Source: an optimization exercise on an open RTL-to-GDS flow (aim: small area). Production flows keep margins and buffers that such runs may drop. Function was checked by simulation only, so behaviour that the tests miss may differ from the original. Power and IR drop assume default switching activity.

### design.v
`timescale 1ns / 1ps
module x7Seg(
              input wire [3:0] dig,
              output reg [6:0] A_to_G
             );
              always @ (dig)
              begin
                    case (dig)
                        0:A_to_G = 7'b0000001;
                        1:A_to_G = 7'b1001111;
                        2:A_to_G = 7'b0010010;
                        3:A_to_G = 7'b0000110;
                        4:A_to_G = 7'b1001100;
                        5:A_to_G = 7'b0100100;
                        6:A_to_G = 7'b0100000;
                        7:A_to_G = 7'b0001111;
                        8:A_to_G = 7'b0000000;
                        9:A_to_G = 7'b0000100;
                        default: A_to_G = 7'b1111111;
                    endcase
              end
endmodule
`timescale 1ns / 1ps
module Demux_1x8(
                  input [3:0] inp,
                  input [2:0] D_sel,
                  output reg [31:0] oup,
                  output reg [7:0] selected
                 );
                 reg [3:0] newInp;
                 always @ (inp or D_sel)
                 begin
                    selected = 8'b00000000;
                    newInp = inp;
                    selected[D_sel] = 1;
                    if (newInp > 9)  
                        newInp = 9;
                    oup = {8{newInp}};
                 end
endmodule
`timescale 1ns / 1ps
module counter_BCD(
                   input clk,
                   input tick,
                   input reset,
                   input load,
                   input EN_in,
                   input upDown,
                   input Select,
                   input [3:0] ip,
                   output reg [3:0] op,
                   output reg EN_out
                   );
                   always @ (posedge clk)
                   begin
                        if (reset)
                        begin
                            if (upDown == 1)
                                op <= 4'd9;
                            else
                                op <= 4'd0;
                        end
                        else if (tick == 0)
                                op <= op;
                        else if (load == 1 && Select == 1)
                                op <= ip;
                        else
                        begin
                            if (EN_in == 1 && load != 1)
                            begin
                                if (upDown == 1)     
                                begin
                                    if (op > 0)
                                        op <= op - 1;
                                    else
                                        op <= 4'd9;
                                end
                                else                 
                                begin
                                    if (op < 9)
                                        op <= op + 1;
                                    else
                                        op <= 4'd0;
                                end
                            end
                        end
                   end
                   always @ (op or EN_in or upDown)
                   begin
                        if (op == 4'd9 && EN_in == 1 && upDown == 0)
                            EN_out = 1;
                        else if (op == 4'd0 && EN_in == 1 && upDown == 1)
                            EN_out = 1;
                        else
                            EN_out = 0;
                   end
endmodule
`timescale 1ns / 1ps
module BCD_32(
                input CLK,
                input tick,
                input rst,
                input load,
                input EN,
                input upDown,
                input [2:0] D_Sel,
                input [3:0] Inp,
                output wire [31:0] outp
              );
              wire [8:0] temp;
              wire [31:0] inVal;
              wire [7:0] select;
              assign temp[0] = EN;
              Demux_1x8 X (.inp(Inp),
                           .D_sel(D_Sel),
                           .oup(inVal),
                           .selected(select)
                           );                           
              genvar i;
              generate
              for (i = 0; i < 8; i = i + 1)
              begin
                    counter_BCD UNIT (.clk(CLK),
                                      .tick(tick),
                                      .reset(rst),
                                      .load(load),
                                      .EN_in(temp[i]),
                                      .upDown(upDown),
                                      .ip(inVal[4*(i+1)-1:4*i]),
                                      .Select(select[i]),
                                      .op(outp[4*(i+1)-1:4*i]),
                                      .EN_out(temp[i+1])
                                      );
              end
              endgenerate
endmodule
`timescale 1ns / 1ps
module clk_divider(
                    input clk,
                    input rst,
                    input [4:0] clk_speed,
                    output reg clk_div,
                    output wire tick                 
                   );
                   parameter HALF = 40;              
                   reg [31:0] count;
                   assign tick = (count >= HALF - 1) && (clk_div == 1'b0);
                   always @ (posedge clk)
                   begin
                        if (rst == 1'b1)
                        begin
                            count <= 32'b0;
                        end
                        else if (count >= HALF - 1)
                        begin
                            count <= 32'b0;
                        end
                        else
                        begin
                            count <= count + 1 + clk_speed;
                        end
                   end
                   always @ (posedge clk)
                   begin
                        if (rst == 1'b1)
                        begin
                            clk_div <= 1'b0;
                        end
                        else if (count >= HALF - 1)
                        begin
                            clk_div <= ~clk_div;
                        end
                        else
                        begin
                            clk_div <= clk_div;
                        end
                   end
endmodule
`timescale 1ns / 1ps
module BCD_Up_Down_Counter_top(
                                input clk,
                                input reset,
                                input load,
                                input [3:0] in,
                                input [2:0] sel,
                                input [4:0] speed,
                                input upDown,
                                input en,
                                output reg [7:0] AN,
                                output wire [6:0] a_to_g,
                                output wire DP
                               );
                                parameter refreshRate = 3;                  
                                reg [2:0] SELECT;                           
                                wire [7:0] AN_en;
                                reg [3:0] digit;                            
                                reg [12:0] refreshCount;                               
                                wire [31:0] outputValue;
                                wire clk_out;
                                wire tick;
                                assign DP = 1'b1;                           
                                assign AN_en = 8'b11111111;
                                BCD_32 U1 (.CLK(clk),
                                           .tick(tick),
                                           .rst(reset),
                                           .load(load),
                                           .EN(en),
                                           .upDown(upDown),
                                           .D_Sel(sel),
                                           .Inp(in),
                                           .outp(outputValue)
                                           );
                                always @ (posedge clk)
                                begin
                                    case (SELECT)
                                        0: digit <= outputValue[3:0];     
                                        1: digit <= outputValue[7:4];     
                                        2: digit <= outputValue[11:8];
                                        3: digit <= outputValue[15:12];
                                        4: digit <= outputValue[19:16];
                                        5: digit <= outputValue[23:20];
                                        6: digit <= outputValue[27:24];
                                        7: digit <= outputValue[31:28];
                                        default: digit <= outputValue[3:0];
                                    endcase
                                end
                                x7Seg U2 (.dig(digit),
                                          .A_to_G(a_to_g)
                                          );
                                clk_divider U3 (.clk(clk),
                                                .rst(reset),
                                                .clk_speed(speed),
                                                .clk_div(clk_out),
                                                .tick(tick)
                                                );
                                always @(*)
                                begin
                                    AN=8'b11111111;
                                    if(AN_en[SELECT] == 1)
                                        AN[SELECT] = 0;
                                end
                                always @(posedge clk)
                                begin
                                    refreshCount <= refreshCount + 1;
                                    if (reset)
                                    begin
                                        SELECT <= 0;
                                        refreshCount <= 0;
                                    end
                                    else if (refreshCount == refreshRate)
                                    begin
                                        SELECT <= SELECT + 1;
                                        refreshCount <= 0;
                                    end
                                end
endmodule
### run.sh
#!/bin/bash
# synth_recipe.tcl (not shown) runs the flow's synth.tcl, then flattens the netlist and writes it again
# the make line also repeats each setting of config.mk as NAME=value (left out here)
make -C /OpenROAD-flow-scripts/flow DESIGN_CONFIG=/design/flow/config.mk WORK_HOME=/design/flow/orfs CLKGATE_MAP_FILE= SYNTH_SCRIPT=/design/flow/synth_recipe.tcl finish
### config.mk
export PLATFORM = sky130hd
export DESIGN_NAME = BCD_Up_Down_Counter_top
export DESIGN_NICKNAME = BCD_Up_Down_Counter_top
export VERILOG_FILES = /design/flow/design.v
export SDC_FILE = /design/flow/constraint.sdc
export NUM_CORES = 4
export LEC_CHECK = 0
export CAP_MARGIN = 20
export CORE_MARGIN = 2
export CORE_UTILIZATION = 40
export SLEW_MARGIN = 20
### constraint.sdc
create_clock -name core_clock -period 10.0 [get_ports {clk}]
set_input_delay 2.0000 -clock core_clock [delete_from_list [all_inputs] [get_ports {clk}]]
set_output_delay 2.0000 -clock core_clock [all_outputs]
set_load 0.01 [all_outputs]
==> flow_metrics.env, run 1 <==
export IMPL_outcome="timing/DRC/antenna clean"
export IMPL_nFillCells=1400
export IMPL_vias_per_cell=5.55
export IMPL_leakagePower_nw=2.55
export IMPL_antenna_found_initial=0
export IMPL_cts_tree="done"
export IMPL_end_kind="output port"
export IMPL_synth_seq_cells=88
export IMPL_synth_main_ff_cell="dfxtp_1"
export IMPL_start_util_pct=40.4
export IMPL_worstPathArrival_ps=2480
export IMPL_fin_skew_ps=6.10
export IMPL_postCtsSetupBuffers=0
export IMPL_cp_slowest_stage_delay_ps=510
export IMPL_grt_pass1_vias=4716
export IMPL_yosys_area_share_simple_pct=21.2
export IMPL_hold_path_class="flop to flop"
export IMPL_die_area_um2=15500
export IMPL_cts_buffers=9
export IMPL_r2r_cells=9
export IMPL_min_period_over_period_pct=44.8
export IMPL_tns_ps=0
export IMPL_synth_compound_area_share_pct=20.1
export IMPL_final_layout_size_suffix_gt1_share_pct=5.00
export IMPL_syn_inst=687
export IMPL_clock_sinks=88
export IMPL_wl_per_cell_um=15.3
export IMPL_reg2reg_to="a_to_g[5]"
export IMPL_globalRouteOverflowTotal=0
export IMPL_synth_area_top_cells="dfxtp_1 19%, edfxtp_1 17%, ha_1 11%"
export IMPL_worstMarginPinSlew_ps=987
export IMPL_ioPinCount=33
export IMPL_io_buffers=31
export IMPL_synth_distinct_cells=62
export IMPL_synth_most_common_cell="nor2_1"
export IMPL_final_nets=786
export IMPL_cp_max_fo=8
export IMPL_max_slew_margin_pct=34.1
export IMPL_synth_seq_area_share_pct=35.8
export IMPL_required_ps=8000
export IMPL_avgSynthCellArea_um2=8.46
export IMPL_synth_edf_count=32
export IMPL_via_count=5019
export IMPL_clock_latency_ps=340
export IMPL_maxCapViolations=0
export IMPL_seqCellArea_um2=2080
export IMPL_crit_end="AN[4]"
export IMPL_cpMostUsedCell="ha_1"
export IMPL_fin_cells=904
export IMPL_start_kind="flop"
export IMPL_async_flop_share_pct=0
export IMPL_synth_top_cells_by_count="82 x nor2_1, 58 x a21oi_1, 57 x o21ai_0"
export IMPL_diodes=0
export IMPL_die_y_um=125
export IMPL_ir_worst_vdd_mv=0.0977
export IMPL_grt_pass1_wl_um=22600
export IMPL_crit_buf_inv=2
export IMPL_power_per_cell_area_nw_per_um2=153
export IMPL_synth_top_family_by_area="simple AND/OR/NAND/NOR gates"
export IMPL_synth_mux_area_share_pct=2.15
export IMPL_dpl_hpwl_um=9660
export IMPL_drtIter0Drc=468
export IMPL_synth_top_area_cell="dfxtp_1"
export IMPL_drcViolationCount=0
export IMPL_clockBufferDepth=2
export IMPL_core_um2=14400
export IMPL_htree_levels=3
export IMPL_grt_max_degree=74
export IMPL_grt_util_all_layers_pct=17.9
export IMPL_final_max_slew_violation_count=0
export IMPL_ctsHoldBuffers=0
export IMPL_crit_chain="inv_1 -> ha_1 -> ha_1 -> or4_1 -> clkdlybuf4s50_1"
export IMPL_row_count=44
export IMPL_synth_xor_xnor_area_share_pct=3.01
export IMPL_period_minus_slack_ps=4480
export IMPL_multiInputGateArea_um2=3480
export IMPL_worstSetupPathType="flop to output port"
export IMPL_synth_warning_count=5
export IMPL_synthesis_area_um2=5810
export IMPL_ant_nets=0
export IMPL_die_x_um=125
export IMPL_areaGrowthSynthToFinish_pct=13.2
export IMPL_dp_cells=888
export IMPL_reg2reg_from="SELECT[2]"
export IMPL_setup_viol=0
export IMPL_startpoint="SELECT[0]"
export IMPL_synth_top_area_share_pct=19.3
export IMPL_crit_family="buffers and inverters"
export IMPL_dr_pass1_iters=5
export IMPL_max_freq_mhz=223
export IMPL_root_buffer="clkbuf_16"
export IMPL_slowest_stage="or4_1"
export IMPL_cts_resized=0
export IMPL_clk_pin_slew_ps=70
export IMPL_hold_viol=0
export IMPL_synthAdderAreaFrac_pct=11.8
export IMPL_wirelength_um=13800
export IMPL_rsz0062_at_grt="no"
export IMPL_rrSetupSlack_ps=6770
export IMPL_power_mw=1.01
export IMPL_gp_congestion=0.890
export IMPL_hold_worst_slack_ps=503
export IMPL_cp_num_cells=5
## layout by cell type, fill, tap and decap left out, drive strengths merged, types with 26 or more instances in the layout
master	netlist	routed
a21oi	58	58
clkdlybuf4s50	0	29
conb	2	26
dfxtp	56	56
edfxtp	32	32
ha	53	53
inv	44	48
nand2	32	32
nor2	83	83
o21ai	58	58
## flip-flops by register name, indices dropped and copies added, names as in the netlist
name / cells
a_to_g: 7
U1.genblk1.UNIT.op: 32
refreshCount: 13
SELECT: 3
U3.count: 32
U3.clk_div: 1
## how the worst min path moves through the flow
| stage | startpoint | to | cells past startpoint |
|---|---|---|---|
| after floorplan | refreshCount[0] | refreshCount[0] | 1 |
| after CTS | refreshCount[0] | refreshCount[0] | 1 |
| after detailed placement | refreshCount[0] | refreshCount[0] | 1 |
| after global placement | refreshCount[0] | refreshCount[0] | 1 |
| final | refreshCount[0] | refreshCount[0] | 1 |
| after global routing | refreshCount[0] | refreshCount[0] | 1 |
## per-layer routing
layer  track usage (%)  share of wire (%)
met1              21.4                 44
met2              31.2                 49
met3              2.79                4.2
met4              8.99                2.8
met5                 0                  0
## where the power goes
part / internal [mW] / switching, mW / total [mW] / leakage (nW)
Clock: 0.198 / 0.147 / 0.345 / 0.148
Combinational: 0.0985 / 0.116 / 0.215 / 1.62
Sequential: 0.407 / 0.0392 / 0.446 / 0.783
## logic make-up after synthesis
logic type	after synthesis
xor gates and xnor gates	20
other	2
AOI/OAI and AO/OA	183
muxes	12
DFF	88
adders and majority gates	54
buffers and inverters	85
and+or+nand+nor	243
## through the flow
step	cell area (µm²)	setup slack (ps)	util (%)
after global placement	6280	5270	43.7
after CTS	6580	5500	45.8
after global routing	6580	5370	45.8
final	6580	5520	45.8
after floorplan	5900	6110	-
after detailed placement	6280	5230	43.7
## area by class of cell
class,instances,share of cell area (%)
Multi-Input combinational cell,538,52.9
Sequential cell,88,31.6
Timing Repair Buffer,33,4.79
Tap cell,184,3.50
Clock buffer,10,3.48
Inverter,45,2.57
Clock inverter,6,1.12
==> run 2, diff against run 1 <==
==> design.v (replaced) <==
module BCD_Up_Down_Counter_top(
    input clk,
    input reset,
    input load,
    input [3:0] in,
    input [2:0] sel,
    input [4:0] speed,
    input upDown,
    input en,
    output [7:0] AN,
    output reg [6:0] a_to_g,
    output DP
);
    assign DP = 1'b1;
    reg [6:0] y;
    reg div;
    wire wrap = y[6];
    wire tick = wrap & ~div;
    always @(posedge clk) begin
        if (reset | wrap) y <= 7'd25;
        else y <= {1'b0, y[5:0]} + {2'b0, speed} + 7'd1;
        div <= ~reset & (div ^ wrap);
    end
    reg [4:0] sc;
    always @(posedge clk) sc <= reset ? 5'd0 : sc + 5'd1;
    wire [2:0] S = sc[4:2];
    assign AN = ~(8'b1 << S);
    reg [31:0] op;
    wire U = upDown;
    wire [3:0] v = {in[3], in[2] & ~in[3], in[1] & ~in[3], in[0] | (in[3] & (in[2] | in[1]))};
    wire [3:0] w = reset ? {U, 2'b00, U} : v;
    wire ld = tick & load;
    wire [8:0] e;
    assign e[0] = tick & ~load & en;
    genvar i;
    generate
        for (i = 0; i < 8; i = i + 1) begin : g
            wire [3:0] b = op[4*i+3:4*i];
            wire le = reset | (ld & (sel == i));
            wire zero = ~(b[0] | b[1] | b[2] | b[3]);
            wire nine = b[0] & b[3];
            assign e[i+1] = e[i] & (U ? zero : nine);
            wire [3:0] tu = {b[0] & (b[3] | (b[1] & b[2])), b[0] & b[1], b[0] & ~b[3], 1'b1};
            wire [3:0] td = {~b[0] & ~b[1] & ~b[2], ~b[0] & ~b[1] & (b[2] | b[3]), ~b[0] & (b[1] | b[2] | b[3]), 1'b1};
            wire [3:0] t = U ? td : tu;
            always @(posedge clk)
                op[4*i+3:4*i] <= le ? w : (e[i] ? b ^ t : b);
        end
    endgenerate
    reg [3:0] digit;
    always @(posedge clk) digit <= op[4*S +: 4];
    always @(*) begin
        case (digit)
            4'd0: a_to_g = 7'b0000001;
            4'd1: a_to_g = 7'b1001111;
            4'd2: a_to_g = 7'b0010010;
            4'd3: a_to_g = 7'b0000110;
            4'd4: a_to_g = 7'b1001100;
            4'd5: a_to_g = 7'b0100100;
            4'd6: a_to_g = 7'b0100000;
            4'd7: a_to_g = 7'b0001111;
            4'd8: a_to_g = 7'b0000000;
            4'd9: a_to_g = 7'b0000100;
            default: a_to_g = 7'b1111111;
        endcase
    end
endmodule
--- a/config.mk
+++ b/config.mk
@@ -6,4 +6,5 @@
 export NUM_CORES = 4
 export LEC_CHECK = 0
+export ABC_AREA = 1
 export CAP_MARGIN = 20
 export CORE_MARGIN = 2
==> run 2 against run 1 <==
Compared with the run above:
- power shrank 39%
- flip-flop and latch count shrank 36
- die area shrank 36%
- register-to-register slack gained 1200 ps
- first-iteration DRC count shrank 55%
- count of clock-buffer cells in the layout shrank 4
- final area shrank 37%
- combinational power shrank 11%
- maximum frequency is essentially flat
- sequential share of layout area grew 1.3 points
- utilization grew 1.4 points
- critical path type is now input pin to flop
- critical endpoint is now op[31]
==> flow_metrics.env, run 2 <==
export IMPL_avgSynthCellArea_um2=7.03
export IMPL_clock_latency_ps=310
export IMPL_fin_cells=655
export IMPL_multiInputGateArea_um2=1970
export IMPL_crit_family="buffers and inverters"
export IMPL_max_freq_mhz=223
export IMPL_ant_nets=0
export IMPL_combPwrFrac_pct=31.1
export IMPL_grt_pass1_wl_um=15000
export IMPL_ioPinCount=33
export IMPL_synthesis_area_um2=3630
export IMPL_final_nets=577
export IMPL_synth_top_area_cell="edfxtp_1"
export IMPL_htree_levels=2
export IMPL_cts_buffers=5
export IMPL_gp_congestion=0.920
export IMPL_required_ps=10010
export IMPL_swShare_pct=33.8
export IMPL_synth_main_ff_cell="edfxtp_1"
export IMPL_cp_slowest_stage_delay_ps=1030
export IMPL_synth_seq_area_share_pct=37.5
export IMPL_rsz0062_at_grt="no"
export IMPL_clock_sinks=52
export IMPL_start_kind="input pin"
export IMPL_final_max_slew_violation_count=0
export IMPL_cts_resized=0
export IMPL_synth_top_cells_by_count="128 x nand2_1, 65 x nor2_1, 63 x inv_1"
export IMPL_crit_buf_inv=2
export IMPL_dpl_hpwl_um=7000
export IMPL_cts_tree="done"
export IMPL_antenna_found_initial=0
export IMPL_maxCapViolations=0
export IMPL_end_kind="flop"
export IMPL_fin_skew_ps=4.05
export IMPL_seqCellArea_um2=1360
export IMPL_synth_seq_cells=52
export IMPL_die_x_um=99.3
export IMPL_drcViolationCount=0
export IMPL_p_seq_share_pct=47.0
export IMPL_worstPathArrival_ps=4490
export IMPL_outcome="timing/DRC/antenna clean"
export IMPL_clockBufferDepth=2
export IMPL_synth_top_area_share_pct=26.4
export IMPL_io_buffers=31
export IMPL_period_minus_slack_ps=4480
export IMPL_async_flop_share_pct=0
export IMPL_hold_viol=0
export IMPL_clk_pin_slew_ps=90
export IMPL_min_period_over_period_pct=44.8
export IMPL_worstMarginPinSlew_ps=863
export IMPL_power_per_cell_area_nw_per_um2=149
export IMPL_nFillCells=936
export IMPL_synth_most_common_cell="nand2_1"
export IMPL_tns_ps=0
export IMPL_dr_pass1_iters=5
export IMPL_rrSetupSlack_ps=8010
export IMPL_max_slew_margin_pct=42.3
export IMPL_dp_cells=647
export IMPL_vias_per_cell=5.19
export IMPL_syn_inst=517
export IMPL_dp_slack_ps=5250
export IMPL_row_count=34
export IMPL_root_buffer="clkbuf_8"
export IMPL_grt_pass1_vias=3178
export IMPL_diodes=0
export IMPL_grt_util_all_layers_pct=19.1
export IMPL_final_layout_size_suffix_gt1_share_pct=5.30
export IMPL_wirelength_um=9060
export IMPL_p_switching_uw=209
export IMPL_drtIter0Drc=210
export IMPL_postCtsSetupBuffers=0
export IMPL_synth_edf_count=32
export IMPL_slowest_stage="clkdlybuf4s50_1"
export IMPL_worstSetupPathType="input pin to flop"
export IMPL_p_int_uw=409
export IMPL_setup_viol=0
export IMPL_grt_max_degree=23
export IMPL_ir_worst_vdd_mv=0.0793
export IMPL_core_um2=8760
export IMPL_largest_reg_flops=32
export IMPL_crit_chain="clkdlybuf4s50_1 -> inv_2 -> nor2_1 -> nand3_1 -> nand2_1 -> nand3_1 -> nor2_1 -> nand4_1 -> nand2_1"
export IMPL_ctsHoldBuffers=0
export IMPL_clkPwrFrac_pct=21.9
export IMPL_synth_area_top_cells="edfxtp_1 26%, nand2_1 13%, dfxtp_1 11%"
export IMPL_fin_ws_ps=5520
export IMPL_start_util_pct=41.5
export IMPL_hold_path_class="flop to flop"
export IMPL_die_area_um2=9860
export IMPL_globalRouteOverflowTotal=0
export IMPL_synth_distinct_cells=41
export IMPL_layout_common_cells="128 x nand2_1, 65 x nor2_1, 63 x inv_1"
export IMPL_final_common_cell="nand2_1"
export IMPL_leakagePower_nw=1.85
export IMPL_cp_max_fo=22
export IMPL_synth_warning_count=1
export IMPL_hold_worst_slack_ps=453
export IMPL_areaGrowthSynthToFinish_pct=13.7
export IMPL_wl_per_cell_um=13.8
export IMPL_top_register="op"
export IMPL_via_count=3401
export IMPL_die_y_um=99.3
-- run 2: metal layers --
layer	part of all wire (%)	track usage, %	up-vias
met5	0	0	-
met4	2.5	6.22	0
met3	4.5	3.37	17
met2	47	31.4	69
met1	46	25.7	1547
li1	-	-	1768
-- run 2: path summary, 6_finish.rpt --
path | start | end | depth (start not counted)
min reg2reg | sc[0] | sc[0] | 1
max reg2reg | sc[2] | a_to_g[3] | 10
max | upDown | op[31] | 9
min | sc[0] | sc[0] | 1
-- run 2: cells by family (layout without fill, tap and decap cells) --
kind of cell / count (synthesis) / after routing / synth area share (%)
compound gates: 109 / 109 / 17.1
other cells: 1 / 1 / 0.103
flops: 52 / 52 / 37.5
simple gates: 255 / 255 / 29.5
fa+ha+maj: 14 / 14 / 5.03
buf+inv: 76 / 106 / 8.33
xor+xnor: 10 / 10 / 2.41
-- run 2: per-stage QoR --
stage          total power [mW]  cell area [µm²]  utilization (%)
2_1_floorplan             0.426             3630                -
3_3_place_gp              0.483             4030             46.0
3_5_place_dp              0.487             4030             46.0
4_1_cts                   0.624             4130             47.2
5_1_grt                   0.663             4130             47.2
6_report                  0.617             4130             47.2
-- run 2: worst reg2reg max path, stage by stage, from the launching register on --
cell     delay [ps]
dfxtp_1         420
nor2_4          290
nand2_1          80
o21ai_1         130
o21ai_1         110
nand2_1         250
inv_1           130
ha_1            290
nand2_1          60
nand3_1          80
nand2_1          50
-- run 2: power by group through the flow --
stage / Combinational, mW / Sequential, mW / Clock, mW
final: 0.192 / 0.290 / 0.135
after global routing: 0.220 / 0.295 / 0.148
after global placement: 0.189 / 0.294 / 0
after floorplan: 0.134 / 0.291 / 0
after CTS: 0.193 / 0.291 / 0.141
after detailed placement: 0.191 / 0.296 / 0
-- run 2: area by class of cell --
type	instances	share of cell area [%]
flip-flops and latches	52	32.9
clock buffers	6	2.27
multi-input cells	389	47.7
repair buffers	31	7.51
inverters	67	6.09
well taps	108	3.27
clock inverters	2	0.272
==> run 3, diff against run 2 <==
==> design.v (replaced) <==
module BCD_Up_Down_Counter_top(
    input clk,
    input reset,
    input load,
    input [3:0] in,
    input [2:0] sel,
    input [4:0] speed,
    input upDown,
    input en,
    output [7:0] AN,
    output reg [6:0] a_to_g,
    output DP
);
    assign DP = 1'b1;
    reg [6:0] y;
    reg div;
    wire wrap = y[6];
    wire tick = wrap & ~div;
    always @(posedge clk) begin
        if (reset | wrap) y <= 7'd25;
        else y <= {1'b0, y[5:0]} + {2'b0, speed} + 7'd1;
        div <= ~reset & (div ^ wrap);
    end
    reg [4:0] sc;
    always @(posedge clk) sc <= reset ? 5'd0 : sc + 5'd1;
    wire [2:0] S = sc[4:2];
    assign AN = ~(8'b1 << S);
    wire U = upDown;
    wire [3:0] v = {in[3], in[2] & ~in[3], in[1] & ~in[3], in[0] | (in[3] & (in[2] | in[1]))};
    reg [2:0] pc;
    always @(*)
        case (v[3:1])
            3'd0: pc = 3'b000;
            3'd1: pc = 3'b001;
            3'd2: pc = 3'b011;
            3'd3: pc = 3'b110;
            default: pc = 3'b100;
        endcase
    wire [3:0] w = reset ? {U, 2'b00, U} : {pc, v[0]};
    wire ld = tick & load;
    reg [31:0] op;
    wire [8:0] e;
    assign e[0] = tick & ~load & en;
    genvar i;
    generate
        for (i = 0; i < 8; i = i + 1) begin : g
            wire b0 = op[4*i], s0 = op[4*i+1], s1 = op[4*i+2], s2 = op[4*i+3];
            wire le = reset | (ld & (sel == i));
            wire pe = e[i] & (b0 ^ U);           
            wire m = ~(s1 | s0), n = ~(s2 | s1);
            assign e[i+1] = pe & m & (s2 ^ U);   
            wire [2:0] sh = U ? {m, s2, s1} : {s1, s0, n};
            always @(posedge clk)
                op[4*i+3:4*i] <= le ? w : {pe ? sh : {s2, s1, s0}, b0 ^ e[i]};
        end
    endgenerate
    reg [3:0] digit;
    always @(posedge clk) digit <= op[4*S +: 4];
    always @(*) begin
        case (digit)
            4'b0000: a_to_g = 7'b0000001;   
            4'b0001: a_to_g = 7'b1001111;   
            4'b0010: a_to_g = 7'b0010010;   
            4'b0011: a_to_g = 7'b0000110;   
            4'b0110: a_to_g = 7'b1001100;   
            4'b0111: a_to_g = 7'b0100100;   
            4'b1100: a_to_g = 7'b0100000;   
            4'b1101: a_to_g = 7'b0001111;   
            4'b1000: a_to_g = 7'b0000000;   
            4'b1001: a_to_g = 7'b0000100;   
            default: a_to_g = 7'b1111111;
        endcase
    end
endmodule
==> flow/run.sh (new file) <==
#!/bin/bash
# Own layout flow: the standard layout (standard.sh), with two changes:
#  - synthesis maps logic with an area-oriented ABC script (flow/abc_area.script)
#    instead of ORFS's delay-driven one; registers are mapped as before;
#  - the port buffers are the smallest buffer, sky130_fd_sc_hd__buf_1.
# Each tool's output goes to the logs ORFS writes under orfs/logs; make's own
# output goes to flow_make.log in the work folder.
set -euo pipefail
W=$(cd "$(dirname "$0")/.." && pwd)
cd "$W"
cat > "$W/own_synth.tcl" <<EOT
proc abc {args} {
  set i [lsearch -exact \$args -script]
  if {\$i >= 0} { lset args [expr {\$i + 1}] $W/flow/abc_area.script }
  yosys abc {*}\$args
}
source $W/synth_recipe.tcl
EOT
bash "$W/standard.sh" SYNTH_SCRIPT="$W/own_synth.tcl" \
  "BUFFER_PORTS_ARGS=-buffer_cell sky130_fd_sc_hd__buf_1" \
  finish > "$W/flow_make.log" 2>&1
==> flow/abc_area.script (new file) <==
strash
balance -l
rewrite -l
refactor -l
balance -l
rewrite -l
rewrite -z -l
balance -l
refactor -z -l
rewrite -z -l
balance -l
dch -f
amap
topo
==> standard.sh (new file) <==
#!/bin/bash
# synth_recipe.tcl (not shown) runs the flow's synth.tcl, then flattens the netlist and writes it again
# the make line also repeats each setting of config.mk as NAME=value (left out here)
make -C /OpenROAD-flow-scripts/flow DESIGN_CONFIG=/design/flow/config.mk WORK_HOME=/design/flow/orfs CLKGATE_MAP_FILE= SYNTH_SCRIPT=/design/flow/synth_recipe.tcl "${@:-finish}"
--- a/config.mk
+++ b/config.mk
@@ -6,5 +6,4 @@
 export NUM_CORES = 4
 export LEC_CHECK = 0
-export ABC_AREA = 1
 export CAP_MARGIN = 20
 export CORE_MARGIN = 2
removed: run.sh
==> run 3 against run 2 <==
Compared with the run above:
- maximum frequency fell by 37%
- flip-flop and latch count unchanged
- global-route usage increased by 0.81 points
- combinational power shrank 39%
- synthesized cell count decreased by 32%
- sequential share of layout area up 6.8 points
- critical path depth increased by 9
==> flow_metrics.env, run 3 <==
export IMPL_rsz0062_at_grt="no"
export IMPL_worstMarginPinSlew_ps=926
export IMPL_root_buffer="clkbuf_8"
export IMPL_period_minus_slack_ps=7090
export IMPL_row_count=30
export IMPL_synth_top_family_by_area="compound AO/OA/AOI/OAI gates"
export IMPL_grt_util_all_layers_pct=19.9
export IMPL_start_util_pct=41.9
export IMPL_postCtsSetupBuffers=0
export IMPL_via_count=2736
export IMPL_synth_mux_area_share_pct=0
export IMPL_end_kind="flop"
export IMPL_cp_slowest_stage_delay_ps=560
export IMPL_gr_usage_met1_pct=25.9
export IMPL_synth_most_common_cell="nor2_1"
export IMPL_vias_per_cell=5.58
export IMPL_nFillCells=682
export IMPL_layout_common_cells="56 x nor2_1, 51 x clkinv_1, 31 x nand2_1, 31 x buf_1, 30 x o22ai_1"
export IMPL_clock_sinks=52
export IMPL_synth_main_ff_cell="dfxtp_1"
export IMPL_slowest_stage="a2111oi_0"
export IMPL_synth_area_top_cells="edfxtp_1 25%, dfxtp_1 19%, nor2_1 7.3%"
export IMPL_startpoint="upDown"
export IMPL_max_slew_margin_pct=38.1
export IMPL_final_nets=418
export IMPL_grt_pass1_wl_um=12100
export IMPL_globalRouteOverflowTotal=0
export IMPL_ir_worst_vdd_mv=0.101
export IMPL_reg2reg_from="y[6]"
export IMPL_drtIter0Drc=217
export IMPL_core_um2=6870
export IMPL_areaGrowthSynthToFinish_pct=12.2
export IMPL_dpl_hpwl_um=5350
export IMPL_synthesis_area_um2=2880
export IMPL_ant_nets=0
export IMPL_clock_latency_ps=310
export IMPL_wirelength_um=7180
export IMPL_largest_reg_flops=32
export IMPL_diodes=0
export IMPL_synth_xor_xnor_area_share_pct=0
export IMPL_fin_skew_ps=9.77
export IMPL_final_layout_size_suffix_gt1_share_pct=3.05
export IMPL_final_common_cell="nor2_1"
export IMPL_synth_edf_count=24
export IMPL_synth_compound_area_share_pct=25.4
export IMPL_cts_tree="done"
export IMPL_final_max_slew_violation_count=0
export IMPL_crit_buf_inv=3
export IMPL_grt_use_met2_pct=33.5
export IMPL_synth_top_cells_by_count="56 x nor2_1, 51 x clkinv_1, 31 x nand2_1"
export IMPL_setup_viol=0
export IMPL_synth_seq_cells=52
export IMPL_cpMostUsedCell="o221ai_1"
export IMPL_maxCapViolations=0
export IMPL_gp_congestion=0.887
export IMPL_die_y_um=88.8
export IMPL_rrSetupSlack_ps=4670
export IMPL_ioPinCount=33
export IMPL_cts_buffers=5
export IMPL_synth_top_area_cell="edfxtp_1"
export IMPL_busiest_layer="met2"
export IMPL_io_buffers=31
export IMPL_use_met3_pct=3.92
export IMPL_power_per_cell_area_nw_per_um2=159
export IMPL_required_ps=9980
export IMPL_clockBufferDepth=2
export IMPL_top_register="op"
export IMPL_max_freq_mhz=141
export IMPL_crit_chain="buf_1 -> buf_4 -> clkinv_1 -> o221ai_1 -> a2111oi_0 -> o221ai_1 -> nor3_1 -> o221ai_1 -> nor3_1 -> o221ai_1 -> nor3_1 -> o221ai_1 -> nor2_1 -> o221ai_1 -> nor3_1 -> o221ai_1 -> nand4b_1 -> o21ai_0"
export IMPL_avgSynthCellArea_um2=8.17
export IMPL_syn_inst=352
export IMPL_tns_ps=0
export IMPL_die_area_um2=7880
export IMPL_drcViolationCount=0
export IMPL_holdCritStartpoint="sc[0]"
export IMPL_hold_path_class="flop to flop"
export IMPL_yosys_area_share_simple_pct=19.2
export IMPL_worstPathArrival_ps=7070
export IMPL_die_x_um=88.8
export IMPL_crit_family="compound AO/OA/AOI/OAI gates"
export IMPL_antenna_found_initial=0
export IMPL_wl_per_cell_um=14.7
export IMPL_synth_seq_area_share_pct=44.6
export IMPL_dr_pass1_iters=5
export IMPL_synth_top_area_share_pct=25.1
export IMPL_grt_pass1_vias=2501
export IMPL_clk_pin_slew_ps=100
export IMPL_synth_warning_count=1
export IMPL_hold_viol=0
export IMPL_worstSetupPathType="input pin to flop"
export IMPL_cp_max_fo=40
export IMPL_synthAdderAreaFrac_pct=3.74
export IMPL_async_flop_share_pct=0
export IMPL_grt_max_degree=41
export IMPL_power_uw=512
export IMPL_outcome="timing/DRC/antenna clean"
export IMPL_leakagePower_nw=1.08
export IMPL_start_kind="input pin"
export IMPL_cts_resized=0
export IMPL_ctsHoldBuffers=0
export IMPL_htree_levels=2
export IMPL_synth_distinct_cells=31
export IMPL_min_period_over_period_pct=70.9
[run 3: cell count changes in the layout (fill, tap and decap cells not counted), sizes merged, moves of 23 or more]
| cell | change |
|---|---|
| clkdlybuf4s50 | -31 |
| o21ai | -31 |
| nand2 | -103 |
| inv | -68 |
| nand3 | -27 |
| clkinv | +51 |
| buf | +35 |
| o22ai | +23 |
[run 3: cell families after synthesis]
| family | count (synthesis) |
|---|---|
| AO/OA/AOI/OAI | 110 |
| adder cells (fa/ha/maj) | 8 |
| buffers and inverters | 52 |
| flip-flops | 52 |
| other | 1 |
| AND/OR/NAND/NOR | 129 |
[run 3: stage by stage]
step	cells	utilization [%]	hold WS [ps]	area (µm²)	setup slack, ps
6_report	490	47.0	443	3230	2910
5_1_grt	490	47.0	488	3230	2350
4_1_cts	490	47.0	446	3230	3000
3_5_place_dp	482	45.6	422	3130	2650
3_3_place_gp	482	45.6	413	3130	2920
2_1_floorplan	352	-	398	2880	3910
[run 3: path summary, 6_finish.rpt]
kind,end,depth (start not counted)
setup / recovery,op[31],18
hold / removal,sc[0],1
setup reg to reg,op[31],18
hold reg to reg,sc[0],1
[run 3: metal layers]
metal  vias up  part of all wire (%)
met5         -                     0
met4         0                   1.7
met3        11                   5.3
met2        87                    48
met1      1265                    45
li1       1373                     -
[run 3: cell type report]
type / count / area [µm²] / area share [%]
Multi-Input combinational cell: 248 / 1400 / 43.2
Sequential cell: 52 / 1280 / 39.7
Inverter: 51 / 191 / 5.93
Timing Repair Buffer: 35 / 146 / 4.54
Tap cell: 96 / 120 / 3.72
Clock buffer: 5 / 68.8 / 2.13
Clock inverter: 3 / 23.8 / 0.737
[run 3: worst register-to-register path, cell delays in order (launching register included)]
cell and delay [ps]:
dfxtp_1 370, ha_1 190, nand2_1 60, nor2_1 180
o221ai_1 180, a2111oi_0 560, o221ai_1 280, nor3_1 330
o221ai_1 220, nor3_1 310, o221ai_1 220, nor3_1 290
o221ai_1 230, nor2_1 220, o221ai_1 170, nor3_1 330
o221ai_1 220, nand4b_1 260, o21ai_0 390
[run 3: where the power goes]
group	total (mW)	switching, mW	leakage [nW]	internal, mW
registers	0.270	0.0175	0.476	0.253
logic	0.118	0.0731	0.561	0.0451
clock network	0.124	0.0741	0.0404	0.0497
==> run 4, diff against run 3 <==
--- a/flow/run.sh
+++ b/flow/run.sh
@@ -19,3 +19,4 @@
 bash "$W/standard.sh" SYNTH_SCRIPT="$W/own_synth.tcl" \
   "BUFFER_PORTS_ARGS=-buffer_cell sky130_fd_sc_hd__buf_1" \
+  "CTS_ARGS=-sink_clustering_enable -repair_clock_nets -dont_use_dummy_load -sink_clustering_size 60 -sink_clustering_max_diameter 1000 -buf_list sky130_fd_sc_hd__clkbuf_8" \
   finish > "$W/flow_make.log" 2>&1
--- a/config.mk
+++ b/config.mk
@@ -8,4 +8,5 @@
 export CAP_MARGIN = 20
 export CORE_MARGIN = 2
-export CORE_UTILIZATION = 40
+export CORE_UTILIZATION = 60
+export GPL_TIMING_DRIVEN = 0
 export SLEW_MARGIN = 20
==> run 4 against run 3 <==
Compared with the run above:
- sequential power about the same
- count of clock-buffer cells in the layout unchanged
- register-to-register slack got worse by 250 ps
- sequential share of layout area increased by 1.2 points
- non-clock buffer count decreased by 3
- cell count decreased by 9.8%
- flip-flop and latch count unchanged
- area after synthesis unchanged
- utilization increased by 20 points
- clock skew increased by 10 ps
- power decreased by 2.9%
- clock power decreased by 11%
- critical path type unchanged
- highest routed layer unchanged
==> flow_metrics.env, run 4 <==
export IMPL_start_kind="input pin"
export IMPL_cts_tree="done"
export IMPL_grt_use_met2_pct=40.5
export IMPL_vias_per_cell=6.18
export IMPL_diodes=0
export IMPL_p_switching_uw=155
export IMPL_cp_num_cells=17
export IMPL_largest_reg_flops=32
export IMPL_slowest_stage="a2111oi_0"
export IMPL_busiest_layer="met1"
export IMPL_cpMostUsedCell="o221ai_1"
export IMPL_leakagePower_nw=1.06
export IMPL_synth_most_common_cell="nor2_1"
export IMPL_clock_latency_ps=310
export IMPL_cp_max_fo=40
export IMPL_synth_top_area_cell="edfxtp_1"
export IMPL_max_freq_mhz=135
export IMPL_cp_slowest_stage_delay_ps=650
export IMPL_required_ps=9950
export IMPL_fin_ws_ps=2590
export IMPL_cts_buffers=5
export IMPL_p_int_uw=342
export IMPL_fin_cells=442
export IMPL_synthesis_area_um2=2880
export IMPL_syn_inst=352
export IMPL_die_y_um=73.2
export IMPL_grt_util_all_layers_pct=27.0
export IMPL_postCtsSetupBuffers=0
export IMPL_max_slew_margin_pct=38.1
export IMPL_grt_pass1_wl_um=11000
export IMPL_ant_nets=0
export IMPL_die_x_um=73.2
export IMPL_die_area_um2=5360
export IMPL_avgSynthCellArea_um2=8.17
export IMPL_root_buffer="clkbuf_8"
export IMPL_synth_edf_count=24
export IMPL_start_util_pct=61.7
export IMPL_clock_sinks=52
export IMPL_hold_viol=0
export IMPL_final_common_cell="nor2_1"
export IMPL_final_layout_size_suffix_gt1_share_pct=1.80
export IMPL_dr_pass1_iters=5
export IMPL_swShare_pct=31.1
export IMPL_ctsHoldBuffers=0
export IMPL_io_buffers=31
export IMPL_power_per_cell_area_nw_per_um2=159
export IMPL_drtIter0Drc=246
export IMPL_gp_congestion=0.858
export IMPL_dp_cells=437
export IMPL_hold_worst_slack_ps=443
export IMPL_crit_family="compound AO/OA/AOI/OAI gates"
export IMPL_drcViolationCount=0
export IMPL_end_kind="flop"
export IMPL_whs_path_depth=1
export IMPL_clkPwrFrac_pct=22.1
export IMPL_combPwrFrac_pct=23.6
export IMPL_layout_common_cells="56 x nor2_1, 51 x clkinv_1, 31 x nand2_1"
export IMPL_grt_max_degree=41
export IMPL_final_max_slew_violation_count=0
export IMPL_min_period_over_period_pct=74.1
export IMPL_maxCapViolations=0
export IMPL_cts_resized=0
export IMPL_setup_viol=0
export IMPL_r2r_cells=18
export IMPL_worstSetupPathType="input pin to flop"
export IMPL_tns_ps=0
export IMPL_use_met3_pct=2.90
export IMPL_hold_path_class="flop to flop"
export IMPL_wirelength_um=6820
export IMPL_period_minus_slack_ps=7410
export IMPL_core_um2=4660
export IMPL_rsz0062_at_grt="no"
export IMPL_globalRouteOverflowTotal=0
export IMPL_via_count=2731
export IMPL_synth_main_ff_cell="dfxtp_1"
export IMPL_wl_per_cell_um=15.4
export IMPL_areaGrowthSynthToFinish_pct=8.83
export IMPL_clk_pin_slew_ps=90
export IMPL_synth_seq_area_share_pct=44.6
export IMPL_synth_top_cells_by_count="56 x nor2_1, 51 x clkinv_1, 31 x nand2_1"
export IMPL_worstMarginPinSlew_ps=928
export IMPL_synth_top_area_share_pct=25.1
export IMPL_htree_levels=2
export IMPL_synth_area_top_cells="edfxtp_1 25%, dfxtp_1 19%, nor2_1 7.3%"
export IMPL_synth_warning_count=1
export IMPL_final_nets=415
export IMPL_top_register="op"
export IMPL_synth_seq_cells=52
export IMPL_gr_usage_met1_pct=40.6
export IMPL_dpl_hpwl_um=5040
export IMPL_clockBufferDepth=2
export IMPL_worstPathArrival_ps=7360
export IMPL_crit_chain="buf_2 -> clkinv_1 -> o221ai_1 -> a2111oi_0 -> o221ai_1 -> nor3_1 -> o221ai_1 -> nor3_1 -> o221ai_1 -> nor3_1 -> o221ai_1 -> nor2_1 -> o221ai_1 -> nor3_1 -> o221ai_1 -> nand4b_1 -> o21ai_0"
export IMPL_antenna_found_initial=0
export IMPL_p_seq_share_pct=54.3
export IMPL_outcome="timing/DRC/antenna clean"
export IMPL_row_count=25
export IMPL_crit_buf_inv=2
export IMPL_dp_slack_ps=2390
export IMPL_synth_distinct_cells=31
export IMPL_async_flop_share_pct=0
export IMPL_fin_skew_ps=20.1
export IMPL_ioPinCount=33
export IMPL_ir_worst_vdd_mv=0.0937
export IMPL_grt_pass1_vias=2317
[run 4: layout make-up]
class / count / area (µm²)
repair buffers: 31 / 118
flip-flops and latches: 52 / 1280
multi-input cells: 248 / 1400
clock buffers: 5 / 68.8
plain buffers: 1 / 7.51
well taps: 54 / 67.6
fillers: 415 / 1530
inverters: 51 / 191
[run 4: cell families (layout without fill, tap and decap cells)]
kind of cell / Yosys count / after routing / share of synthesized area [%]
and+or+nand+nor: 129 / 129 / 19.2
AOI/OAI and AO/OA: 110 / 110 / 25.4
DFF: 52 / 52 / 44.6
buffers and inverters: 52 / 88 / 6.92
adders and majority gates: 8 / 8 / 3.74
other: 1 / 1 / 0.130
[run 4: final timing paths]
kind	startpoint	endpoint	slack [ps]
setup / recovery	upDown	op[29]	2590
setup reg to reg	y[6]	op[29]	4420
hold / removal	sc[0]	sc[0]	440
hold reg to reg	sc[0]	sc[0]	440
[run 4: metal layers]
| layer | wire (µm) | up-vias | share of wire [%] |
|---|---|---|---|
| met4 | 102 | 0 | 1.5 |
| met5 | 0 | - | 0 |
| met2 | 3120 | 115 | 46 |
| li1 | - | 1377 | - |
| met3 | 514 | 8 | 7.5 |
| met1 | 3090 | 1231 | 45 |
[run 4: power groups by stage]
| stage | combinational [mW] | sequential (mW) | clock, mW |
|---|---|---|---|
| finish | 0.118 | 0.270 | 0.110 |
| floorplan | 0.0809 | 0.274 | 0 |
| CTS | 0.117 | 0.270 | 0.110 |
| detailed placement | 0.117 | 0.275 | 0 |
| global placement | 0.114 | 0.274 | 0 |
| global route | 0.137 | 0.273 | 0.119 |
[run 4: stage by stage]
stage	utilization (%)	total power [mW]	cell area (µm²)
floorplan	-	0.355	2880
global placement	65.6	0.388	3060
detailed placement	65.7	0.391	3060
CTS	67.1	0.497	3130
global route	67.1	0.528	3130
finish	67.1	0.497	3130
[run 4: worst reg2reg max path, delay by kind of cell, from the launching register on]
| kind | cells | cell delay [ps] |
|---|---|---|
| AO/OA/AOI/OAI | 9 | 2660 |
| adder cells (fa/ha/maj) | 1 | 200 |
| flip-flops | 1 | 380 |
| AND/OR/NAND/NOR | 8 | 1980 |
==> run 5, diff against run 4 <==
--- a/flow/run.sh
+++ b/flow/run.sh
@@ -19,4 +19,4 @@
 bash "$W/standard.sh" SYNTH_SCRIPT="$W/own_synth.tcl" \
   "BUFFER_PORTS_ARGS=-buffer_cell sky130_fd_sc_hd__buf_1" \
-  "CTS_ARGS=-sink_clustering_enable -repair_clock_nets -dont_use_dummy_load -sink_clustering_size 60 -sink_clustering_max_diameter 1000 -buf_list sky130_fd_sc_hd__clkbuf_8" \
+  "CTS_ARGS=-repair_clock_nets -dont_use_dummy_load -buf_list sky130_fd_sc_hd__clkbuf_16 -root_buf sky130_fd_sc_hd__clkbuf_16" \
   finish > "$W/flow_make.log" 2>&1
==> run 5 against run 4 <==
Compared with the run above:
- routed wire length down 0.21%
- cell count unchanged
- power up 9.5%
- count of clock-buffer cells in the layout unchanged
- global-route usage unchanged
- register-to-register slack worse by 20 ps
==> flow_metrics.env, run 5 <==
export IMPL_outcome="timing/DRC/antenna clean"
export IMPL_die_x_um=73.2
export IMPL_layout_common_cells="56 x nor2_1, 51 x clkinv_1, 31 x nand2_1"
export IMPL_busiest_layer="met1"
export IMPL_htree_levels=2
export IMPL_syn_inst=352
export IMPL_ctsHoldBuffers=0
export IMPL_root_buffer="clkbuf_16"
export IMPL_cp_max_fo=40
export IMPL_combPwrFrac_pct=21.6
export IMPL_cpMostUsedCell="o221ai_1"
export IMPL_cp_slowest_stage_delay_ps=670
export IMPL_core_um2=4660
export IMPL_p_int_uw=386
export IMPL_cts_resized=0
export IMPL_async_flop_share_pct=0
export IMPL_end_kind="flop"
export IMPL_drtIter0Drc=194
export IMPL_cts_buffers=5
export IMPL_synth_top_area_cell="edfxtp_1"
export IMPL_reg2reg_from="y[6]"
export IMPL_min_period_over_period_pct=74.5
export IMPL_wl_per_cell_um=15.4
export IMPL_row_count=25
export IMPL_synthesis_area_um2=2880
export IMPL_top_register="op"
export IMPL_max_slew_margin_pct=34.7
export IMPL_tns_ps=0
export IMPL_antenna_found_initial=0
export IMPL_clkPwrFrac_pct=28.7
export IMPL_max_freq_mhz=134
export IMPL_maxCapViolations=0
export IMPL_dr_pass1_iters=5
export IMPL_hold_viol=0
export IMPL_required_ps=9930
export IMPL_use_met3_pct=3.31
export IMPL_setup_viol=0
export IMPL_synth_top_cells_by_count="56 x nor2_1, 51 x clkinv_1, 31 x nand2_1"
export IMPL_die_y_um=73.2
export IMPL_grt_util_all_layers_pct=27.0
export IMPL_leakagePower_nw=1.09
export IMPL_final_max_slew_violation_count=0
export IMPL_dpl_hpwl_um=5040
export IMPL_io_buffers=31
export IMPL_start_kind="input pin"
export IMPL_synth_edf_count=24
export IMPL_clock_latency_ps=290
export IMPL_p_switching_uw=158
export IMPL_synth_distinct_cells=31
export IMPL_fin_cells=442
export IMPL_grt_pass1_wl_um=11000
export IMPL_worstPathArrival_ps=7380
export IMPL_p_seq_share_pct=49.7
export IMPL_wirelength_um=6810
export IMPL_grt_use_met2_pct=40.3
export IMPL_startpoint="upDown"
export IMPL_hold_path_class="flop to flop"
export IMPL_via_count=2699
export IMPL_clock_sinks=52
export IMPL_synth_seq_area_share_pct=44.6
export IMPL_synth_top_area_share_pct=25.1
export IMPL_final_common_cell="nor2_1"
export IMPL_areaGrowthSynthToFinish_pct=10.8
export IMPL_synth_seq_cells=52
export IMPL_synth_most_common_cell="nor2_1"
export IMPL_synth_area_top_cells="edfxtp_1 25%, dfxtp_1 19%, nor2_1 7.3%"
export IMPL_diodes=0
export IMPL_slowest_stage="a2111oi_0"
export IMPL_ant_nets=0
export IMPL_drcViolationCount=0
export IMPL_worstSetupPathType="input pin to flop"
export IMPL_final_layout_size_suffix_gt1_share_pct=1.80
export IMPL_worstMarginPinSlew_ps=979
export IMPL_dp_cells=437
export IMPL_avgSynthCellArea_um2=8.17
export IMPL_grt_pass1_vias=2307
export IMPL_synth_main_ff_cell="dfxtp_1"
export IMPL_cts_tree="done"
export IMPL_fin_skew_ps=14.1
export IMPL_die_area_um2=5360
export IMPL_rsz0062_at_grt="no"
export IMPL_start_util_pct=61.7
export IMPL_nFillCells=408
export IMPL_holdCritStartpoint="sc[0]"
export IMPL_final_nets=415
export IMPL_period_minus_slack_ps=7450
export IMPL_postCtsSetupBuffers=0
export IMPL_clk_pin_slew_ps=60
export IMPL_vias_per_cell=6.11
export IMPL_gr_usage_met1_pct=41.0
export IMPL_clockBufferDepth=2
export IMPL_largest_reg_flops=32
export IMPL_grt_max_degree=41
export IMPL_globalRouteOverflowTotal=0
export IMPL_swShare_pct=29.1
export IMPL_synth_warning_count=1
export IMPL_gp_congestion=0.858
export IMPL_ir_worst_vdd_mv=0.0965
export IMPL_power_per_cell_area_nw_per_um2=171
export IMPL_crit_chain="buf_2 -> clkinv_1 -> o221ai_1 -> a2111oi_0 -> o221ai_1 -> nor3_1 -> o221ai_1 -> nor3_1 -> o221ai_1 -> nor3_1 -> o221ai_1 -> nor2_1 -> o221ai_1 -> nor3_1 -> o221ai_1 -> nand4b_1 -> o21ai_0"
export IMPL_ioPinCount=33
[run 5: cell count changes in the layout (fill, tap and decap cells not counted)]
cell / previous run / this run
clkbuf_8: 5 / 0
clkbuf_16: 0 / 5
[run 5: cells by family after synthesis]
logic type      Yosys count  synth area share (%)
simple gates            129                  19.2
flops                    52                  44.6
fa+ha+maj                 8                  3.74
compound gates          110                  25.4
other cells               1                 0.130
buf+inv                  52                  6.92
[run 5: worst paths after layout]
kind | end | slack, ps | depth (start not counted)
hold / removal | sc[0] | 440 | 1
setup reg to reg | op[31] | 4400 | 18
setup / recovery | op[31] | 2550 | 17
hold reg to reg | sc[0] | 440 | 1
[run 5: worst max-delay path, delay by kind of cell]
kind	cells	cell delay [ps]
simple gates	6	1790
buf+inv	2	840
compound gates	9	2710
[run 5: metal layers]
metal | vias up | part of all wire (%)
met1 | 1208 | 46
met5 | - | 0
met2 | 103 | 45
met3 | 8 | 6.9
li1 | 1380 | -
met4 | 0 | 1.6
[run 5: layout make-up]
class / instances / area, µm² / area share, %
well taps: 54 / 67.6 / 2.12
multi-input cells: 248 / 1400 / 43.8
flip-flops and latches: 52 / 1280 / 40.2
inverters: 51 / 191 / 6.01
plain buffers: 1 / 7.51 / 0.236
repair buffers: 31 / 118 / 3.69
clock buffers: 5 / 125 / 3.93
[run 5: stage by stage]
stage | total power [mW] | hold WS, ps | setup WS, ps | util (%) | instance area, µm²
2_1_floorplan | 0.355 | 398 | 3910 | - | 2880
3_3_place_gp | 0.388 | 413 | 1730 | 65.6 | 3060
3_5_place_dp | 0.391 | 435 | 2390 | 65.7 | 3060
4_1_cts | 0.545 | 447 | 2640 | 68.3 | 3190
5_1_grt | 0.576 | 475 | 1820 | 68.3 | 3190
6_report | 0.544 | 438 | 2550 | 68.3 | 3190
[run 5: power by group through the flow]
stage	clock network (mW)	logic [mW]	registers [mW]
after floorplan	0	0.0809	0.274
after global placement	0	0.114	0.274
after detailed placement	0	0.117	0.275
after CTS	0.157	0.118	0.270
after global routing	0.166	0.137	0.273
final	0.156	0.118	0.270
==> run 6, diff against run 5 <==
--- a/flow/run.sh
+++ b/flow/run.sh
@@ -19,4 +19,4 @@
 bash "$W/standard.sh" SYNTH_SCRIPT="$W/own_synth.tcl" \
   "BUFFER_PORTS_ARGS=-buffer_cell sky130_fd_sc_hd__buf_1" \
-  "CTS_ARGS=-repair_clock_nets -dont_use_dummy_load -buf_list sky130_fd_sc_hd__clkbuf_16 -root_buf sky130_fd_sc_hd__clkbuf_16" \
+  "CTS_ARGS=-sink_clustering_enable -repair_clock_nets -dont_use_dummy_load -sink_clustering_size 60 -sink_clustering_max_diameter 1000 -buf_list sky130_fd_sc_hd__clkbuf_16" \
   finish > "$W/flow_make.log" 2>&1
--- a/config.mk
+++ b/config.mk
@@ -8,5 +8,5 @@
 export CAP_MARGIN = 20
 export CORE_MARGIN = 2
-export CORE_UTILIZATION = 60
+export CORE_UTILIZATION = 40
 export GPL_TIMING_DRIVEN = 0
 export SLEW_MARGIN = 20
==> run 6 against run 5 <==
Compared with the run above:
- first-iteration DRC count decreased by 21%
- global-route usage shrank 8.0 points
- critical endpoint is now op[29]
- flip-flop and latch count is the same
- largest power group unchanged
- setup slack better by 29 ps
- synthesized cell count did not move
- die area increased by 47%
- non-clock buffer count is the same
- still clean
- utilization fell by 21 points
- sequential share of layout area is 0.65 points lower
==> flow_metrics.env, run 6 <==
export IMPL_outcome="timing/DRC/antenna clean"
export IMPL_dp_slack_ps=2340
export IMPL_die_y_um=88.8
export IMPL_globalRouteOverflowTotal=0
export IMPL_cp_max_fo=40
export IMPL_start_util_pct=41.9
export IMPL_fin_ws_ps=2580
export IMPL_clk_pin_slew_ps=60
export IMPL_synth_edf_count=24
export IMPL_fin_cells=484
export IMPL_root_buffer="clkbuf_16"
export IMPL_placed_area_um2=3110
export IMPL_reg2reg_to="op[29]"
export IMPL_async_flop_share_pct=0
export IMPL_max_freq_mhz=135
export IMPL_gp_congestion=0.824
export IMPL_cpMostUsedCell="o221ai_1"
export IMPL_grt_max_degree=41
export IMPL_dp_cells=479
export IMPL_synth_seq_cells=52
export IMPL_grt_pass1_vias=2406
export IMPL_crit_family="compound AO/OA/AOI/OAI gates"
export IMPL_hold_worst_slack_ps=440
export IMPL_clock_sinks=52
export IMPL_ioPinCount=33
export IMPL_final_layout_size_suffix_gt1_share_pct=1.80
export IMPL_period_minus_slack_ps=7420
export IMPL_nFillCells=683
export IMPL_cts_resized=0
export IMPL_cp_num_cells=17
export IMPL_worstPathArrival_ps=7360
export IMPL_startpoint="upDown"
export IMPL_clock_latency_ps=290
export IMPL_synth_warning_count=1
export IMPL_cts_tree="done"
export IMPL_top_register="op"
export IMPL_ir_worst_vdd_mv=0.0705
export IMPL_synthesis_area_um2=2880
export IMPL_end_kind="flop"
export IMPL_ant_nets=0
export IMPL_synth_distinct_cells=31
export IMPL_r2r_cells=18
export IMPL_die_x_um=88.8
export IMPL_synth_top_area_cell="edfxtp_1"
export IMPL_layout_common_cells="56 x nor2_1, 51 x clkinv_1, 31 x nand2_1"
export IMPL_hold_viol=0
export IMPL_multiInputGateArea_um2=1400
export IMPL_fin_skew_ps=12.3
export IMPL_drtIter0Drc=154
export IMPL_dr_pass1_iters=4
export IMPL_grt_pass1_wl_um=11500
export IMPL_synth_top_area_share_pct=25.1
export IMPL_fin_util_pct=47.1
export IMPL_reg2reg_from="y[6]"
export IMPL_rrSetupSlack_ps=4440
export IMPL_ctsHoldBuffers=0
export IMPL_vias_per_cell=5.61
export IMPL_postCtsSetupBuffers=0
export IMPL_antenna_found_initial=0
export IMPL_final_common_cell="nor2_1"
export IMPL_diodes=0
export IMPL_synth_area_top_cells="edfxtp_1 25%, dfxtp_1 19%, nor2_1 7.3%"
export IMPL_leakagePower_nw=1.09
export IMPL_tns_ps=0
export IMPL_maxCapViolations=0
export IMPL_worstSetupPathType="input pin to flop"
export IMPL_final_nets=415
export IMPL_min_period_over_period_pct=74.2
export IMPL_drcViolationCount=0
export IMPL_required_ps=9930
export IMPL_synth_most_common_cell="nor2_1"
export IMPL_setup_viol=0
export IMPL_die_area_um2=7880
export IMPL_max_slew_margin_pct=32.4
export IMPL_slowest_stage="a2111oi_0"
export IMPL_avgSynthCellArea_um2=8.17
export IMPL_areaGrowthSynthToFinish_pct=12.6
export IMPL_crit_buf_inv=2
export IMPL_core_um2=6870
export IMPL_dpl_hpwl_um=5300
export IMPL_final_max_slew_violation_count=0
export IMPL_row_count=30
export IMPL_rsz0062_at_grt="no"
export IMPL_cts_buffers=5
export IMPL_worstMarginPinSlew_ps=1010
export IMPL_synth_main_ff_cell="dfxtp_1"
export IMPL_synth_top_cells_by_count="56 x nor2_1, 51 x clkinv_1, 31 x nand2_1"
export IMPL_start_kind="input pin"
export IMPL_power_uw=545
export IMPL_cp_slowest_stage_delay_ps=580
export IMPL_seqCellArea_um2=1280
export IMPL_fin_area_um2=3240
export IMPL_power_per_cell_area_nw_per_um2=168
export IMPL_syn_inst=352
export IMPL_wl_per_cell_um=14.7
export IMPL_grt_util_all_layers_pct=19.0
export IMPL_crit_end="op[29]"
export IMPL_hold_path_class="flop to flop"
export IMPL_wirelength_um=7130
export IMPL_htree_levels=2
export IMPL_largest_reg_flops=32
export IMPL_via_count=2714
export IMPL_io_buffers=31
export IMPL_clockBufferDepth=2
export IMPL_synth_seq_area_share_pct=44.6
export IMPL_crit_chain="buf_2 -> clkinv_1 -> o221ai_1 -> a2111oi_0 -> o221ai_1 -> nor3_1 -> o221ai_1 -> nor3_1 -> o221ai_1 -> nor3_1 -> o221ai_1 -> nor2_1 -> o221ai_1 -> nor3_1 -> o221ai_1 -> nand4b_1 -> o21ai_0"
run 6: cell counts after synthesis:
No cell type changed its count.
run 6: cell type report:
type	instances	area share (%)
multi-input cells	248	43.1
clock buffers	5	3.86
plain buffers	1	0.232
flip-flops and latches	52	39.6
well taps	96	3.71
repair buffers	31	3.63
inverters	51	5.91
run 6: worst register-to-register path, cell delays in order (launching register included):
cell	delay [ps]
dfxtp_1	380
ha_1	210
nand2_1	60
nor2_1	190
o221ai_1	170
a2111oi_0	580
o221ai_1	320
nor3_1	350
o221ai_1	220
nor3_1	290
o221ai_1	210
nor3_1	300
o221ai_1	220
nor2_1	230
o221ai_1	180
nor3_1	360
o221ai_1	220
nand4b_1	280
o21ai_0	450
run 6: logic make-up (layout without fill, tap and decap cells):
kind of cell / Yosys count / in the layout / synth area share, %
adders and majority gates: 8 / 8 / 3.74
other: 1 / 1 / 0.130
DFF: 52 / 52 / 44.6
buffers and inverters: 52 / 88 / 6.92
and+or+nand+nor: 129 / 129 / 19.2
AOI/OAI and AO/OA: 110 / 110 / 25.4
run 6: where the power goes:
group | switching (mW) | internal (mW) | total (mW) | leakage (nW)
Clock | 0.0696 | 0.0886 | 0.158 | 0.0616
Sequential | 0.0175 | 0.253 | 0.270 | 0.476
Combinational | 0.0724 | 0.0445 | 0.117 | 0.549
run 6: worst min-delay path by stage:
stage	depth (start not counted)	endpoint	slack (ps)	from
after floorplan	1	sc[0]	400	sc[0]
after global placement	1	sc[0]	410	sc[0]
after detailed placement	1	sc[0]	430	sc[0]
after CTS	1	sc[0]	440	sc[0]
after global routing	1	sc[0]	470	sc[0]
final	1	sc[0]	440	sc[0]
run 6: metal layers:
layer | part of all wire (%) | vias up | track usage, %
li1 | - | 1376 | -
met3 | 6.7 | 15 | 3.64
met2 | 47 | 86 | 30.2
met4 | 2.4 | 0 | 7.30
met5 | 0 | - | 0
met1 | 44 | 1237 | 25.5
==> run 7, diff against run 6 <==
==> run.sh (new file) <==
#!/bin/bash
# synth_recipe.tcl (not shown) runs the flow's synth.tcl, then flattens the netlist and writes it again
# the make line also repeats each setting of config.mk as NAME=value (left out here)
make -C /OpenROAD-flow-scripts/flow DESIGN_CONFIG=/design/flow/config.mk WORK_HOME=/design/flow/orfs CLKGATE_MAP_FILE= SYNTH_SCRIPT=/design/flow/synth_recipe.tcl finish
--- a/config.mk
+++ b/config.mk
@@ -6,7 +6,7 @@
 export NUM_CORES = 4
 export LEC_CHECK = 0
+export ABC_AREA = 1
 export CAP_MARGIN = 20
 export CORE_MARGIN = 2
 export CORE_UTILIZATION = 40
-export GPL_TIMING_DRIVEN = 0
 export SLEW_MARGIN = 20
removed: flow/run.sh
removed: flow/abc_area.script
removed: standard.sh
==> run 7 against run 6 <==
Compared with the run above:
- setup slack better by 2900 ps
- still clean
- critical path type unchanged
- final area grew 14%
- first-iteration DRC count down 9.7%
- cell count is 15% higher
- maximum frequency increased by 65%
- highest routed layer unchanged
- clock power is 3% lower
- worst hold slack better by 3.4 ps
==> flow_metrics.env, run 7 <==
export IMPL_globalRouteOverflowTotal=0
export IMPL_max_freq_mhz=223
export IMPL_clock_latency_ps=310
export IMPL_diodes=0
export IMPL_dp_slack_ps=5190
export IMPL_worstSetupPathType="input pin to flop"
export IMPL_end_kind="flop"
export IMPL_synth_area_top_cells="edfxtp_1 23%, dfxtp_1 18%, nand2_1 10%"
export IMPL_ant_nets=0
export IMPL_min_period_over_period_pct=44.9
export IMPL_cp_slowest_stage_delay_ps=450
export IMPL_gr_usage_met1_pct=25.2
export IMPL_clk_pin_slew_ps=100
export IMPL_ctsHoldBuffers=0
export IMPL_power_per_cell_area_nw_per_um2=159
export IMPL_synth_warning_count=1
export IMPL_final_layout_size_suffix_gt1_share_pct=5.69
export IMPL_holdCritStartpoint="sc[0]"
export IMPL_required_ps=9970
export IMPL_power_uw=583
export IMPL_clockBufferDepth=2
export IMPL_top_register="op"
export IMPL_synth_seq_cells=52
export IMPL_final_nets=481
export IMPL_outcome="timing/DRC/antenna clean"
export IMPL_row_count=32
export IMPL_drcViolationCount=0
export IMPL_wirelength_um=7650
export IMPL_die_area_um2=8670
export IMPL_synth_edf_count=24
export IMPL_busiest_layer="met2"
export IMPL_maxCapViolations=0
export IMPL_grt_max_degree=45
export IMPL_setup_viol=0
export IMPL_cts_resized=0
export IMPL_cts_tree="done"
export IMPL_crit_end="op[31]"
export IMPL_synth_seq_area_share_pct=40.3
export IMPL_placed_area_um2=3550
export IMPL_start_util_pct=41.1
export IMPL_worstMarginPinSlew_ps=833
export IMPL_cts_buffers=5
export IMPL_multiInputGateArea_um2=1580
export IMPL_htree_levels=2
export IMPL_grt_pass1_vias=2656
export IMPL_drtIter0Drc=139
export IMPL_die_y_um=93.1
export IMPL_worstPathArrival_ps=4460
export IMPL_cp_max_fo=44
export IMPL_die_x_um=93.1
export IMPL_synthesis_area_um2=3180
export IMPL_gp_congestion=0.826
export IMPL_fin_util_pct=47.6
export IMPL_grt_util_all_layers_pct=18.6
export IMPL_leakagePower_nw=1.60
export IMPL_use_met3_pct=2.74
export IMPL_wl_per_cell_um=13.7
export IMPL_start_kind="input pin"
export IMPL_reg2reg_to="op[31]"
export IMPL_synth_top_area_share_pct=22.7
export IMPL_async_flop_share_pct=0
export IMPL_fin_ws_ps=5510
export IMPL_slowest_stage="clkdlybuf4s50_1"
export IMPL_startpoint="upDown"
export IMPL_ir_worst_vdd_mv=0.111
export IMPL_r2r_cells=11
export IMPL_synth_top_area_cell="edfxtp_1"
export IMPL_grt_pass1_wl_um=12700
export IMPL_root_buffer="clkbuf_8"
export IMPL_crit_chain="clkdlybuf4s50_1 -> buf_4 -> inv_6 -> nand2_4 -> nand3_1 -> nor2_4 -> nand4_1 -> nor3_2 -> nand4_1 -> nor2_1 -> nand4_1 -> o21ai_0"
export IMPL_core_um2=7730
export IMPL_antenna_found_initial=0
export IMPL_synth_most_common_cell="nand2_1"
export IMPL_synth_top_cells_by_count="88 x nand2_1, 59 x inv_1, 59 x o21ai_0"
export IMPL_tns_ps=0
export IMPL_grt_use_met2_pct=31.0
export IMPL_synth_main_ff_cell="dfxtp_1"
export IMPL_synth_distinct_cells=40
export IMPL_ioPinCount=33
export IMPL_cpMostUsedCell="nand4_1"
export IMPL_hold_path_class="flop to flop"
export IMPL_io_buffers=31
export IMPL_fin_area_um2=3680
export IMPL_final_common_cell="nand2_1"
export IMPL_rrSetupSlack_ps=7550
export IMPL_rsz0062_at_grt="no"
export IMPL_final_max_slew_violation_count=0
export IMPL_period_minus_slack_ps=4490
export IMPL_dr_pass1_iters=6
export IMPL_largest_reg_flops=32
export IMPL_seqCellArea_um2=1280
export IMPL_clock_sinks=52
export IMPL_avgSynthCellArea_um2=7.42
export IMPL_nFillCells=794
export IMPL_hold_viol=0
export IMPL_areaGrowthSynthToFinish_pct=15.7
export IMPL_max_slew_margin_pct=44.4
export IMPL_via_count=2892
export IMPL_dpl_hpwl_um=5870
export IMPL_postCtsSetupBuffers=0
export IMPL_syn_inst=428
export IMPL_reg2reg_from="y[6]"
export IMPL_vias_per_cell=5.17
export IMPL_fin_skew_ps=11.6
export IMPL_layout_common_cells="88 x nand2_1, 59 x inv_1, 59 x o21ai_0"
==> run 7: cell count changes after synthesis, sizes merged, moves of 5 or more <==
cell,change
o32ai,-9
nor2,-10
o221ai,-12
o22ai,-21
nor3,-18
nand3,+5
inv,+64
o21ai,+49
clkinv,-51
nand2,+59
nand4,+6
xor2,+11
clkbuf,+6
==> run 7: kinds of logic after synthesis <==
family / count (synthesis) / share of synthesized area, %
compound gates: 113 / 19.7
xor+xnor: 15 / 4.14
other cells: 1 / 0.118
fa+ha+maj: 8 / 3.39
flops: 52 / 40.3
simple gates: 164 / 22.5
buf+inv: 75 / 9.89
==> run 7: report_power, final <==
| part | switching, mW | internal (mW) | total, mW | leakage, nW |
|---|---|---|---|---|
| clock | 0.0730 | 0.0801 | 0.153 | 0.0618 |
| sequential | 0.0176 | 0.256 | 0.274 | 0.475 |
| combinational | 0.0901 | 0.0665 | 0.157 | 1.06 |
| total | 0.181 | 0.403 | 0.583 | 1.60 |
==> run 7: per-stage QoR <==
stage	hold WS [ps]	std cells
6_report	444	559
5_1_grt	466	559
4_1_cts	453	559
3_5_place_dp	434	551
3_3_place_gp	415	551
2_1_floorplan	402	428
==> run 7: worst max-delay path, delay by kind of cell <==
family | cells | cell delay [ps]
simple gates | 8 | 1050
buf+inv | 3 | 970
compound gates | 1 | 410
==> run 7: cell type report <==
cell class | instances | share of cell area [%]
multi-input cells | 301 | 43.0
flip-flops and latches | 52 | 34.9
repair buffers | 32 | 8.65
inverters | 64 | 6.67
well taps | 102 | 3.47
clock buffers | 8 | 3.34
==> run 7: layer usage <==
metal  routed length, µm  part of all wire (%)
met4                 102                   1.3
met2                3560                    47
met1                3610                    47
met3                 379                   5.0
met5                   0                     0
==> run 7: worst min-delay path by stage <==
stage,end,slack [ps],depth (start not counted)
3_5_place_dp,sc[0],430,1
3_3_place_gp,sc[0],420,1
5_1_grt,sc[0],470,1
2_1_floorplan,sc[0],400,1
4_1_cts,sc[0],450,1
6_report,sc[0],440,1

-- re-timing with driven ports --
No port has a modelled driver above. Below, the same layouts with a new extraction and two added sets of constraints.
Step 1 assumes that a clkbuf_16 drives the clock port and a buf_2 every other input.
Step 2 times the ports against the registers' clock, not the clock port: input delays grow and output delays shrink by t, the midpoint of the rising clock arrivals with the driver on.
Slacks: no drivers / after step 1 / after step 2; pairs: no drivers / after step 1.
run	t, ns	setup slack, ns
run 1	0.385	5.519 / 5.477 / 5.160
run 2	0.338	5.518 / 5.529 / 5.191
run 3	0.338	2.910 / 2.920 / 2.582
run 4	0.333	2.594 / 2.605 / 2.272
run 5	0.317	2.548 / 2.562 / 2.245
run 6	0.322	2.577 / 2.591 / 2.269
run 7	0.334	5.506 / 5.513 / 5.179
After both steps every run listed still meets setup and hold.
